Context: an optimization exercise on an open-source flow, tuned for small area and a short achievable clock period. The choices shown serve that exercise and are no tape-out recipe. At most, simulation tests tie the RTL to the original design; equivalence was not proved. No activity file was given, so power comes from the tool's default toggle rates.

// APB_top
module APB_top(input PCLK,
               input PRESETn,
               input Transfer,
               input Wr_Rd,
               input [4:0] Address,
               input [31:0] write_data,
               output [31:0] read_data);
Size: roughly 2,100 cells after synthesis, roughly 1,100 flip-flops, roughly 73 I/O pins, ~39,000 sq um of cells after synthesis.
==> module APB_master, before the edit <==
module APB_master(input             PCLK,
                  input             PRESETn,
                  input             Transfer,
                  input             Wr_Rd,
                  input      [4:0]  Address,
                  input      [31:0] write_data,
                  output reg [31:0] read_data,
                  input      [31:0] PRDATA,    
                  output reg [31:0] PSEL_ROW,  
                  output reg [31:0] PWDATA,
                  output            PWEN,      
                  output            PREAD);    
    reg st_setup, st_access;
    reg pwrite_q;
    wire go = PRESETn & Transfer;
    always @(posedge PCLK) begin
        st_setup  <= go & ~st_setup;
        st_access <= go & st_setup;
    end
    always @(posedge PCLK) begin
        PSEL_ROW <= (go & st_setup) ? (32'd1 << Address) : 32'd0;
        pwrite_q <= Wr_Rd;
        PWDATA   <= write_data;
    end
    assign PREAD   = ~pwrite_q;
    assign PWEN    = PRESETn & pwrite_q;
    wire rd_hold = ~(PRESETn & st_access & ~pwrite_q);
    always @(posedge PCLK)
        read_data <= ({32{PRESETn}} & PRDATA) | ({32{rd_hold}} & read_data);
endmodule
Settings: LEC_CHECK=0, CAP_MARGIN=20, CORE_MARGIN=2, CORE_UTILIZATION=40, CTS_CLUSTER_DIAMETER=120, CTS_CLUSTER_SIZE=30, PLACE_DENSITY=0.6, SETUP_SLACK_MARGIN=3.0, SLEW_MARGIN=20; clock period 5.0 ns.
run.sh (not shown) runs the stock make flow with config.mk's settings and CLKGATE_MAP_FILE= SYNTH_SCRIPT=/design/flow/synth_recipe.tcl, a recipe that flattens the netlist after the stock synthesis.
The starting point ran to the end with no violations.
==> next run, changes <==
--- a/flow/design.v
+++ b/flow/design.v
@@ -25,7 +25,11 @@
     assign PREAD   = ~pwrite_q;
     assign PWEN    = PRESETn & pwrite_q;
-    wire rd_hold = ~(PRESETn & st_access & ~pwrite_q);
-    always @(posedge PCLK)
-        read_data <= ({32{PRESETn}} & PRDATA) | ({32{rd_hold}} & read_data);
+    reg  [31:0] rd_q;
+    wire        rd_load = PRESETn & st_access & ~pwrite_q;
+    always @(posedge PCLK) begin
+        if (rd_load)
+            rd_q <= PRDATA;
+        read_data <= ({32{PRESETn}} & PRDATA) | ({32{~rd_load}} & rd_q);
+    end
 endmodule
 module APB_slave(input         PCLK,
Effect: The changed run finished with timing, DRC and antenna clean; final area climbs by roughly a tenth; die area climbs by a few percent; count of clock-buffer cells in the layout increases by 3; register-to-register slack degrades by 360 ps; global-route usage is higher by 3.3 points; core utilization is higher by 3.6 points.
Function not checked in the second run of this note: the RTL went through the layout flow alone.


== main ==
The RTL this note starts from:
==> flow/design.v <==
module APB_master(input             PCLK,
                  input             PRESETn,
                  input             Transfer,
                  input             Wr_Rd,
                  input      [4:0]  Address,
                  input      [31:0] write_data,
                  output reg [31:0] read_data,
                  input      [31:0] PRDATA,    
                  output reg [31:0] PSEL_ROW,  
                  output reg [31:0] PWDATA,
                  output            PWEN,      
                  output            PREAD);    
    reg st_setup, st_access;
    reg pwrite_q;
    wire go = PRESETn & Transfer;
    always @(posedge PCLK) begin
        st_setup  <= go & ~st_setup;
        st_access <= go & st_setup;
    end
    always @(posedge PCLK) begin
        PSEL_ROW <= (go & st_setup) ? (32'd1 << Address) : 32'd0;
        pwrite_q <= Wr_Rd;
        PWDATA   <= write_data;
    end
    assign PREAD   = ~pwrite_q;
    assign PWEN    = PRESETn & pwrite_q;
    wire rd_hold = ~(PRESETn & st_access & ~pwrite_q);
    always @(posedge PCLK)
        read_data <= ({32{PRESETn}} & PRDATA) | ({32{rd_hold}} & read_data);
endmodule
module APB_slave(input         PCLK,
                 input  [31:0] PSEL_ROW,
                 input  [31:0] PWDATA,
                 input         PWEN,
                 input         PREAD,
                 output [31:0] PRDATA);
    reg [31:0] mem [0:31];
    integer i;
    always @(posedge PCLK) begin
        for (i = 0; i < 32; i = i + 1)
            if (PWEN & PSEL_ROW[i])
                mem[i] <= PWDATA;
    end
    reg [31:0] rd;
    always @(*) begin
        rd = 32'd0;
        for (i = 0; i < 32; i = i + 1)
            rd = rd | (mem[i] & {32{PSEL_ROW[i] & PREAD}});
    end
    assign PRDATA = rd;
endmodule
module APB_top(input PCLK,
               input PRESETn,
               input Transfer,
               input Wr_Rd,
               input [4:0] Address,
               input [31:0] write_data,
               output [31:0] read_data);
    wire [31:0] PSEL_ROW, PWDATA, PRDATA;
    wire        PWEN, PREAD;
    APB_master Design_master(.PCLK(PCLK), .PRESETn(PRESETn), .Transfer(Transfer),
                             .Wr_Rd(Wr_Rd), .Address(Address), .write_data(write_data),
                             .read_data(read_data), .PRDATA(PRDATA), .PSEL_ROW(PSEL_ROW),
                             .PWDATA(PWDATA), .PWEN(PWEN),
                             .PREAD(PREAD));
    APB_slave Design_slave(.PCLK(PCLK), .PSEL_ROW(PSEL_ROW), .PWDATA(PWDATA),
                           .PWEN(PWEN), .PREAD(PREAD), .PRDATA(PRDATA));
endmodule
Settings: LEC_CHECK=0, CAP_MARGIN=20, CORE_MARGIN=2, CORE_UTILIZATION=40, CTS_CLUSTER_DIAMETER=100, CTS_CLUSTER_SIZE=25, PLACE_DENSITY=0.6, SETUP_SLACK_MARGIN=3.0, SLEW_MARGIN=20; clock period 5.0 ns.
### main -> the feature branch
-- flow/design.v --
<<< main, line 25
    assign PREAD   = ~pwrite_q;
    assign PWEN    = PRESETn & pwrite_q;
    wire rd_hold = ~(PRESETn & st_access & ~pwrite_q);
    always @(posedge PCLK)
        read_data <= ({32{PRESETn}} & PRDATA) | ({32{rd_hold}} & read_data);
endmodule
module APB_slave(input         PCLK,
>>> the feature branch, line 25
    assign PREAD   = ~pwrite_q;
    assign PWEN    = PRESETn & pwrite_q;
    reg  [31:0] rd_q;
    wire        rd_load = PRESETn & st_access & ~pwrite_q;
    always @(posedge PCLK) begin
        if (rd_load)
            rd_q <= PRDATA;
        read_data <= ({32{PRESETn}} & PRDATA) | ({32{~rd_load}} & rd_q);
    end
endmodule
module APB_slave(input         PCLK,
- main → the feature branch: final clock skew has decreased, power per standard cell area has decreased.
- Going from main to the feature branch, clock power rose by about 6%; worst slack after detailed placement fell 81 ps; post-route total power saw an increase; die area rose about 3%; largest fanout of any net on the critical path increased by 4 relative to the old numbers.
Only the layout flow was run in the feature branch; the RTL was not checked for function there.

## separate check: timing with driven ports
The results above use ideal ports. As a check the final layouts listed here were re-extracted and re-timed, cells and wires unchanged. Step 1 assumes that a clkbuf_16 drives the clock port and a buf_2 every other input. Step 2 moves the port delays by t, midway between the first and last clock arrival at a register: inputs arrive t later, outputs are due t later. That takes back most of the time a late clock gives input paths. Three values: ideal ports, drivers, drivers and shift; two values: the first two.
run | t (ns) | setup slack, ns | latest minus earliest clock arrival (ns) | cell pins on the clock port's net
the first run of note 1 | 0.685 | 2.842 / 2.773 / 2.480 | 0.033 / 0.034 | 1
the second run of note 1 | 0.720 | 2.562 / 2.562 / 2.363 | 0.032 / 0.033 | 1
main | 0.710 | 2.817 / 2.749 / 2.467 | 0.036 / 0.035 | 1
the feature branch | 0.717 | 2.530 / 2.530 / 2.367 | 0.032 / 0.032 | 1
After both steps setup and hold are still met in every run listed. The setup slack of the first run of note 1, which loses most, moves by -0.069 ns with the drivers and by -0.362 ns with both steps.
